From an optimization exercise on the open Yosys and OpenROAD flow, aimed at small area; shortcuts taken in it are not production practice. Only simulation tests tie the RTL to the original design; equivalence was not proved. Power and IR drop assume default switching activity.

==> module uart_16550, before the edit <==
module uart_16550 (
    input         clk,
    input         rst,
    input         cs,
    input         wr,
    input  [2:0]  addr,
    input  [7:0]  wdata,
    output reg [7:0] rdata,
    output        irq,
    input         rx,
    output        tx,
    output        out1,
    output        out2
);
    wire [7:0] dll, dlm, ier, lcr, scr;
    wire       write_thr, load_div, frst_tx, frst_rx;
    wire       tick16, baud_tick;
    wire [7:0] txf_dout, rxf_dout, rsh;
    wire       txf_full, txf_empty, rxf_full, rxf_empty;
    wire       tx_pop, tx_idle;
    wire       rx_done, ferr;
    reg        rxf_wr;
    wire dlab     = lcr[7];
    wire read_rbr = cs & ~wr & (addr == 3'd0) & ~dlab;
    registers reg_file (
        .clk(clk), .rst(rst), .cs(cs), .wr(wr), .addr(addr), .wdata(wdata),
        .dll(dll), .dlm(dlm), .ier(ier), .lcr(lcr), .scr(scr),
        .write_thr(write_thr), .load_div(load_div), .frst_tx(frst_tx), .frst_rx(frst_rx)
    );
    baud_rate_generator baud_gen (
        .clk(clk), .rst(rst), .load_div(load_div), .dll(dll), .dlm(dlm),
        .tick16(tick16), .baud_tick(baud_tick)
    );
    fifo tx_fifo (
        .clk(clk), .rst(rst | frst_tx),
        .wr_en(write_thr), .rd_en(tx_pop), .din(wdata),
        .dout(txf_dout), .full(txf_full), .empty(txf_empty)
    );
    always @(posedge clk or posedge rst)
        if (rst) rxf_wr <= 1'b0;
        else     rxf_wr <= rx_done;
    fifo rx_fifo (
        .clk(clk), .rst(rst | frst_rx),
        .wr_en(rxf_wr), .rd_en(read_rbr), .din(rsh),
        .dout(rxf_dout), .full(rxf_full), .empty(rxf_empty)
    );
    tx transmitter (
        .clk(clk), .rst(rst), .baud_tick(baud_tick),
        .fifo_empty(txf_empty), .fifo_dout(txf_dout), .lcr(lcr),
        .pop(tx_pop), .idle(tx_idle), .stx(tx)
    );
    rx receiver (
        .clk(clk), .rst(rst), .tick16(tick16), .srx(rx), .lcr(lcr),
        .sh(rsh), .done(rx_done), .ferr(ferr)
    );
    wire [7:0] lsr = {1'b0, tx_idle & txf_empty, tx_idle, ferr, 1'b0, 1'b0,
                      rxf_full & rx_done, ~rxf_empty};
    always @(*) begin
        rdata = 8'd0;
        if (cs & ~wr) begin
            case (addr)
                3'd0: rdata = dlab ? dll : (rxf_empty ? 8'd0 : rxf_dout);
                3'd1: rdata = dlab ? dlm : ier;
                3'd2: rdata = 8'h04;
                3'd3: rdata = lcr;
                3'd5: rdata = lsr;
                3'd7: rdata = scr;
                default: rdata = 8'd0;
            endcase
        end
    end
    assign irq  = ~rxf_empty & ier[0];
    assign out1 = 1'b0;
    assign out2 = 1'b0;
endmodule
clock: 10.0 ns
lec_check: 0
cap_margin: 20
core_margin: 2
core_utilization: 60
place_density: 0.75
slew_margin: 20
standard.sh (not shown) runs the stock make flow with config.mk's settings and CLKGATE_MAP_FILE= SYNTH_SCRIPT=/design/flow/synth_recipe.tcl, a recipe that flattens the netlist after the stock synthesis.
==> flow/flow/run.sh <==
#!/bin/bash
# Layout flow: the standard ORFS flow (standard.sh) with three changes.
#  1. Synthesis is synth_recipe.tcl unchanged except that Yosys's abc pass maps
#     the combinational logic with flow/area.abc, an area-oriented ABC script,
#     instead of ORFS's speed script. Registers are mapped before abc runs, so
#     they are the same cells with the same names as in the standard synthesis.
#  2. CTS uses clkbuf_16 only, with larger sink clusters, and no dummy loads.
#  3. The port buffers are buf_1 cells.
# Every tool's output goes to orfs/logs (ORFS's own per-step logs) and to
# flow.log in this folder.
set -euo pipefail
W=$(pwd)

{
  printf 'proc abc {args} {\n'
  printf '  set i [lsearch -exact $args -script]\n'
  printf '  if {$i >= 0} { lset args [expr {$i + 1}] %s }\n' "$W/flow/area.abc"
  printf '  yosys abc {*}$args\n'
  printf '}\n'
  cat synth_recipe.tcl
} > own_synth.tcl
sed "s#$W/synth_recipe.tcl#$W/own_synth.tcl#g" standard.sh > own_standard.sh
grep -q own_synth.tcl own_standard.sh

export CTS_ARGS="-sink_clustering_enable -repair_clock_nets -dont_use_dummy_load -buf_list sky130_fd_sc_hd__clkbuf_8 -sink_clustering_size 18 -sink_clustering_max_diameter 70"
export BUFFER_PORTS_ARGS="-buffer_cell sky130_fd_sc_hd__buf_1"

bash own_standard.sh > flow.log 2>&1
test -f out/final.def
==> flow/flow/area.abc <==
&get -n
&st
&syn2
&synch2
&put
dch -f
amap
Then changed:
--- a/flow/design.v
+++ b/flow/design.v
@@ -268,24 +268,24 @@
     rx receiver (
         .clk(clk), .rst(rst), .tick16(tick16), .srx(rx), .lcr(lcr),
         .sh(rsh), .done(rx_done), .ferr(ferr)
     );
     wire [7:0] lsr = {1'b0, tx_idle & txf_empty, tx_idle, ferr, 1'b0, 1'b0,
                       rxf_full & rx_done, ~rxf_empty};
+    wire rd    = cs & ~wr;
+    wire s_dll = rd & (addr == 3'd0) & dlab;
+    wire s_rbr = rd & (addr == 3'd0) & ~dlab & ~rxf_empty;
+    wire s_dlm = rd & (addr == 3'd1) & dlab;
+    wire s_ier = rd & (addr == 3'd1) & ~dlab;
+    wire s_iir = rd & (addr == 3'd2);
+    wire s_lcr = rd & (addr == 3'd3);
+    wire s_lsr = rd & (addr == 3'd5);
+    wire s_scr = rd & (addr == 3'd7);
     always @(*) begin
-        rdata = 8'd0;
-        if (cs & ~wr) begin
-            case (addr)
-                3'd0: rdata = dlab ? dll : (rxf_empty ? 8'd0 : rxf_dout);
-                3'd1: rdata = dlab ? dlm : ier;
-                3'd2: rdata = 8'h04;
-                3'd3: rdata = lcr;
-                3'd5: rdata = lsr;
-                3'd7: rdata = scr;
-                default: rdata = 8'd0;
-            endcase
-        end
+        rdata = ({8{s_dll}} & dll) | ({8{s_rbr}} & rxf_dout) | ({8{s_dlm}} & dlm) |
+                ({8{s_ier}} & ier) | ({8{s_lcr}} & lcr) | ({8{s_lsr}} & lsr) |
+                ({8{s_scr}} & scr) | {5'd0, s_iir, 2'd0};
     end
     assign irq  = ~rxf_empty & ier[0];
     assign out1 = 1'b0;
     assign out2 = 1'b0;
 endmodule
=>
- The new run ran to the end with no violations
- cell count hardly moves
- register-to-register slack improved by 0.51 ns
- global-route usage climbs by 1.0 points
- total power went up by roughly a tenth
- cell area falls slightly
- worst setup slack gets worse by 0.020 ns
- non-clock buffer count grows by 1
- core utilization barely changes
- maximum frequency went down slightly
- sequential power stays flat

========
Another version of the RTL of uart_16550 (not shown whole).
For scale: roughly 1,000 cells after synthesis, about 370 flip-flops, roughly 28 I/O pins, about 15,000 µm² of cells after synthesis.
==> module baud_rate_generator, before the edit <==
module baud_rate_generator (
    input        clk,
    input        rst,
    input        load_div,
    input  [7:0] dll,
    input  [7:0] dlm,
    input        dll_ok,
    input        dlm_ok,
    output reg   tick16,
    output       baud_tick
);
    reg [15:0] ncnt;     
    reg [3:0]  sub;
    wire        loaded = dll_ok | dlm_ok;
    wire [15:0] div = loaded ? {dlm & {8{dlm_ok}}, dll & {8{dll_ok}}} : 16'd651;
    wire        hit = (ncnt == 16'hfffe);    
    always @(posedge clk or posedge rst) begin
        if (rst) begin
            ncnt   <= ~16'd651;
            sub    <= 4'd0;
            tick16 <= 1'b0;
        end else begin
            ncnt   <= (load_div | hit) ? ~div : ncnt + 16'd1;
            tick16 <= ~load_div & hit;
            if (load_div)  sub <= 4'd0;
            else if (hit)  sub <= sub + 4'd1;
        end
    end
    assign baud_tick = tick16 & (sub == 4'd0);
endmodule
==> module registers, before the edit <==
module registers (
    input            clk,
    input            rst,
    input            cs,
    input            wr,
    input      [2:0] addr,
    input      [7:0] wdata,
    output reg [7:0] dll,
    output reg [7:0] dlm,
    output reg [7:0] ier,
    output reg [7:0] lcr,
    output reg [7:0] scr,
    output reg       dll_ok,
    output reg       dlm_ok,
    output reg       ier_ok,
    output reg       scr_ok,
    output reg       write_thr,
    output reg       load_div,
    output reg       frst_tx,
    output reg       frst_rx
);
    wire dlab = lcr[7];
    wire wen  = cs & wr;
    wire we_dll = wen & (addr == 3'd0) & dlab;
    wire we_dlm = wen & (addr == 3'd1) & dlab;
    wire we_ier = wen & (addr == 3'd1) & ~dlab;
    wire we_scr = wen & (addr == 3'd7);
    always @(posedge clk or posedge rst) begin
        if (rst) begin
            lcr       <= 8'd0;
            dll_ok    <= 1'b0;
            dlm_ok    <= 1'b0;
            ier_ok    <= 1'b0;
            scr_ok    <= 1'b0;
            write_thr <= 1'b0;
            load_div  <= 1'b0;
            frst_tx   <= 1'b0;
            frst_rx   <= 1'b0;
        end else begin
            write_thr <= wen & (addr == 3'd0) & ~dlab;
            load_div  <= we_dll | we_dlm;
            frst_rx   <= wen & (addr == 3'd2) & wdata[1];
            frst_tx   <= wen & (addr == 3'd2) & wdata[2];
            if (we_dll) dll_ok <= 1'b1;
            if (we_dlm) dlm_ok <= 1'b1;
            if (we_ier) ier_ok <= 1'b1;
            if (we_scr) scr_ok <= 1'b1;
            if (wen & (addr == 3'd3)) lcr <= wdata;
        end
    end
    always @(posedge clk) begin
        if (we_dll) dll <= wdata;
        if (we_dlm) dlm <= wdata;
        if (we_ier) ier <= wdata;
        if (we_scr) scr <= wdata;
    end
endmodule
==> module uart_16550, before the edit <==
module uart_16550 (
    input         clk,
    input         rst,
    input         cs,
    input         wr,
    input  [2:0]  addr,
    input  [7:0]  wdata,
    output reg [7:0] rdata,
    output        irq,
    input         rx,
    output        tx,
    output        out1,
    output        out2
);
    wire [7:0] dll, dlm, ier, lcr, scr;
    wire       dll_ok, dlm_ok, ier_ok, scr_ok;
    wire       write_thr, load_div, frst_tx, frst_rx;
    wire       tick16, baud_tick;
    wire [7:0] txf_dout, rxf_dout, rsh;
    wire       txf_full, txf_empty, rxf_full, rxf_empty;
    wire       tx_pop, tx_idle;
    wire       rx_done, ferr;
    reg        rxf_wr;
    wire dlab     = lcr[7];
    wire read_rbr = cs & ~wr & (addr == 3'd0) & ~dlab;
    registers reg_file (
        .clk(clk), .rst(rst), .cs(cs), .wr(wr), .addr(addr), .wdata(wdata),
        .dll(dll), .dlm(dlm), .ier(ier), .lcr(lcr), .scr(scr),
        .dll_ok(dll_ok), .dlm_ok(dlm_ok), .ier_ok(ier_ok), .scr_ok(scr_ok),
        .write_thr(write_thr), .load_div(load_div), .frst_tx(frst_tx), .frst_rx(frst_rx)
    );
    baud_rate_generator baud_gen (
        .clk(clk), .rst(rst), .load_div(load_div), .dll(dll), .dlm(dlm),
        .dll_ok(dll_ok), .dlm_ok(dlm_ok),
        .tick16(tick16), .baud_tick(baud_tick)
    );
    fifo tx_fifo (
        .clk(clk), .rst(rst | frst_tx),
        .wr_en(write_thr), .rd_en(tx_pop), .din(wdata),
        .dout(txf_dout), .full(txf_full), .empty(txf_empty)
    );
    always @(posedge clk or posedge rst)
        if (rst) rxf_wr <= 1'b0;
        else     rxf_wr <= rx_done;
    fifo rx_fifo (
        .clk(clk), .rst(rst | frst_rx),
        .wr_en(rxf_wr), .rd_en(read_rbr), .din(rsh),
        .dout(rxf_dout), .full(rxf_full), .empty(rxf_empty)
    );
    tx transmitter (
        .clk(clk), .rst(rst), .baud_tick(baud_tick),
        .fifo_empty(txf_empty), .fifo_dout(txf_dout), .lcr(lcr),
        .pop(tx_pop), .idle(tx_idle), .stx(tx)
    );
    rx receiver (
        .clk(clk), .rst(rst), .tick16(tick16), .srx(rx), .lcr(lcr),
        .sh(rsh), .done(rx_done), .ferr(ferr)
    );
    wire [7:0] lsr = {1'b0, tx_idle & txf_empty, tx_idle, ferr, 1'b0, 1'b0,
                      rxf_full & rx_done, ~rxf_empty};
    wire rd    = cs & ~wr;
    wire s_dll = rd & (addr == 3'd0) & dlab & dll_ok;
    wire s_rbr = rd & (addr == 3'd0) & ~dlab & ~rxf_empty;
    wire s_dlm = rd & (addr == 3'd1) & dlab & dlm_ok;
    wire s_ier = rd & (addr == 3'd1) & ~dlab & ier_ok;
    wire s_iir = rd & (addr == 3'd2);
    wire s_lcr = rd & (addr == 3'd3);
    wire s_lsr = rd & (addr == 3'd5);
    wire s_scr = rd & (addr == 3'd7) & scr_ok;
    always @(*) begin
        rdata = ({8{s_dll}} & dll) | ({8{s_rbr}} & rxf_dout) | ({8{s_dlm}} & dlm) |
                ({8{s_ier}} & ier) | ({8{s_lcr}} & lcr) | ({8{s_lsr}} & lsr) |
                ({8{s_scr}} & scr) | {5'd0, s_iir, 2'd0};
    end
    assign irq  = ~rxf_empty & ier[0] & ier_ok;
    assign out1 = 1'b0;
    assign out2 = 1'b0;
endmodule
==> flow/config.mk <==
export PLATFORM = sky130hd
export DESIGN_NAME = uart_16550
export DESIGN_NICKNAME = uart_16550
export VERILOG_FILES = /design/flow/design.v
export SDC_FILE = /design/flow/constraint.sdc
export NUM_CORES = 4
export LEC_CHECK = 0
export CAP_MARGIN = 20
export CORE_MARGIN = 2
export CORE_UTILIZATION = 50
export PLACE_DENSITY = 0.65
export SLEW_MARGIN = 20
==> flow/constraint.sdc <==
create_clock -name core_clock -period 10.0 [get_ports {clk}]
set_input_delay 2.0000 -clock core_clock [delete_from_list [all_inputs] [get_ports {clk}]]
set_output_delay 2.0000 -clock core_clock [all_outputs]
set_load 0.01 [all_outputs]
Scripts as last shown in full above: flow/flow/run.sh, flow/flow/area.abc
Change:
--- a/flow/design.v
+++ b/flow/design.v
@@ -6,6 +6,4 @@
     input  [7:0] dll,
     input  [7:0] dlm,
-    input        dll_ok,
-    input        dlm_ok,
     output reg   tick16,
     output       baud_tick
@@ -13,6 +11,6 @@
     reg [15:0] ncnt;     
     reg [3:0]  sub;
-    wire        loaded = dll_ok | dlm_ok;
-    wire [15:0] div = loaded ? {dlm & {8{dlm_ok}}, dll & {8{dll_ok}}} : 16'd651;
+    reg        loaded;
+    wire [15:0] div = (loaded | load_div) ? {dlm, dll} : 16'd651;
     wire        hit = (ncnt == 16'hfffe);    
     always @(posedge clk or posedge rst) begin
@@ -21,5 +19,7 @@
             sub    <= 4'd0;
             tick16 <= 1'b0;
-        end else begin
+            loaded <= 1'b0;
+        end else begin
+            if (load_div) loaded <= 1'b1;
             ncnt   <= (load_div | hit) ? ~div : ncnt + 16'd1;
             tick16 <= ~load_div & hit;
@@ -72,8 +72,4 @@
     output reg [7:0] lcr,
     output reg [7:0] scr,
-    output reg       dll_ok,
-    output reg       dlm_ok,
-    output reg       ier_ok,
-    output reg       scr_ok,
     output reg       write_thr,
     output reg       load_div,
@@ -83,15 +79,11 @@
     wire dlab = lcr[7];
     wire wen  = cs & wr;
-    wire we_dll = wen & (addr == 3'd0) & dlab;
-    wire we_dlm = wen & (addr == 3'd1) & dlab;
-    wire we_ier = wen & (addr == 3'd1) & ~dlab;
-    wire we_scr = wen & (addr == 3'd7);
-    always @(posedge clk or posedge rst) begin
-        if (rst) begin
-            lcr       <= 8'd0;
-            dll_ok    <= 1'b0;
-            dlm_ok    <= 1'b0;
-            ier_ok    <= 1'b0;
-            scr_ok    <= 1'b0;
+    always @(posedge clk or posedge rst) begin
+        if (rst) begin
+            dll <= 8'd0;
+            dlm <= 8'd0;
+            ier <= 8'd0;
+            lcr <= 8'd0;
+            scr <= 8'd0;
             write_thr <= 1'b0;
             load_div  <= 1'b0;
@@ -100,19 +92,13 @@
         end else begin
             write_thr <= wen & (addr == 3'd0) & ~dlab;
-            load_div  <= we_dll | we_dlm;
+            load_div  <= wen & (addr[2:1] == 2'd0) & dlab;
             frst_rx   <= wen & (addr == 3'd2) & wdata[1];
             frst_tx   <= wen & (addr == 3'd2) & wdata[2];
-            if (we_dll) dll_ok <= 1'b1;
-            if (we_dlm) dlm_ok <= 1'b1;
-            if (we_ier) ier_ok <= 1'b1;
-            if (we_scr) scr_ok <= 1'b1;
-            if (wen & (addr == 3'd3)) lcr <= wdata;
-        end
-    end
-    always @(posedge clk) begin
-        if (we_dll) dll <= wdata;
-        if (we_dlm) dlm <= wdata;
-        if (we_ier) ier <= wdata;
-        if (we_scr) scr <= wdata;
+            if (wen & (addr == 3'd0) & dlab)  dll <= wdata;
+            if (wen & (addr == 3'd1) & dlab)  dlm <= wdata;
+            if (wen & (addr == 3'd1) & ~dlab) ier <= wdata;
+            if (wen & (addr == 3'd3))         lcr <= wdata;
+            if (wen & (addr == 3'd7))         scr <= wdata;
+        end
     end
 endmodule
@@ -244,5 +230,4 @@
 );
     wire [7:0] dll, dlm, ier, lcr, scr;
-    wire       dll_ok, dlm_ok, ier_ok, scr_ok;
     wire       write_thr, load_div, frst_tx, frst_rx;
     wire       tick16, baud_tick;
@@ -257,10 +242,8 @@
         .clk(clk), .rst(rst), .cs(cs), .wr(wr), .addr(addr), .wdata(wdata),
         .dll(dll), .dlm(dlm), .ier(ier), .lcr(lcr), .scr(scr),
-        .dll_ok(dll_ok), .dlm_ok(dlm_ok), .ier_ok(ier_ok), .scr_ok(scr_ok),
         .write_thr(write_thr), .load_div(load_div), .frst_tx(frst_tx), .frst_rx(frst_rx)
     );
     baud_rate_generator baud_gen (
         .clk(clk), .rst(rst), .load_div(load_div), .dll(dll), .dlm(dlm),
-        .dll_ok(dll_ok), .dlm_ok(dlm_ok),
         .tick16(tick16), .baud_tick(baud_tick)
     );
@@ -290,12 +273,12 @@
                       rxf_full & rx_done, ~rxf_empty};
     wire rd    = cs & ~wr;
-    wire s_dll = rd & (addr == 3'd0) & dlab & dll_ok;
+    wire s_dll = rd & (addr == 3'd0) & dlab;
     wire s_rbr = rd & (addr == 3'd0) & ~dlab & ~rxf_empty;
-    wire s_dlm = rd & (addr == 3'd1) & dlab & dlm_ok;
-    wire s_ier = rd & (addr == 3'd1) & ~dlab & ier_ok;
+    wire s_dlm = rd & (addr == 3'd1) & dlab;
+    wire s_ier = rd & (addr == 3'd1) & ~dlab;
     wire s_iir = rd & (addr == 3'd2);
     wire s_lcr = rd & (addr == 3'd3);
     wire s_lsr = rd & (addr == 3'd5);
-    wire s_scr = rd & (addr == 3'd7) & scr_ok;
+    wire s_scr = rd & (addr == 3'd7);
     always @(*) begin
         rdata = ({8{s_dll}} & dll) | ({8{s_rbr}} & rxf_dout) | ({8{s_dlm}} & dlm) |
@@ -303,5 +286,5 @@
                 ({8{s_scr}} & scr) | {5'd0, s_iir, 2'd0};
     end
-    assign irq  = ~rxf_empty & ier[0] & ier_ok;
+    assign irq  = ~rxf_empty & ier[0];
     assign out1 = 1'b0;
     assign out2 = 1'b0;
Effect:
- The changed run passed the timing, design-rule and antenna checks
- combinational power drops by 4.7%
- power fell by 3.0%
- clock skew is lower by 0.025 ns
- utilization is lower by 0.12 points
- via count came out higher by 3.0%
- non-clock buffer count goes down by 4
- worst setup slack gains 0.40 ns
- wire length increases by 3.2%
- clock power falls by about 2%

==> separate check: timing with driven ports <==
The flow's constraints put no driver on any port. The routed layouts listed below were extracted and timed again, unchanged, in two steps.
Step 1: set_driving_cell puts a clkbuf_16 on clk and a buf_2 on each other input, an assumption about the parent block.
Step 2 times the ports against the registers' clock, not the clock port: input delays grow and output delays shrink by t, the midpoint of the rising clock arrivals with the driver on.
Slacks: no drivers / after step 1 / after step 2; pairs: no drivers / after step 1.
| run | t, ns | slack for setup (ns) | worst hold slack (ns) | worst setup path at the end | cell pins on the clock port's net |
|---|---|---|---|---|---|
| the first run of note 1 | 0.607 | 3.848 / 3.803 / 4.026 | 0.341 / 0.341 / 0.341 | input to output | 1 |
| the second run of note 1 | 0.605 | 3.828 / 3.804 / 3.804 | 0.354 / 0.354 / 0.354 | input to output | 1 |
| the first run of note 2 | 0.595 | 3.322 / 3.277 / 3.871 | 0.346 / 0.346 / 0.346 | register to output | 1 |
| the second run of note 2 | 0.607 | 3.725 / 3.696 / 3.696 | 0.335 / 0.335 / 0.335 | input to output | 1 |
After both steps setup and hold are still met in every run listed. For the second run of note 2, which loses most, drivers alone change the setup slack by -0.029 ns; drivers and shift together by -0.029 ns.
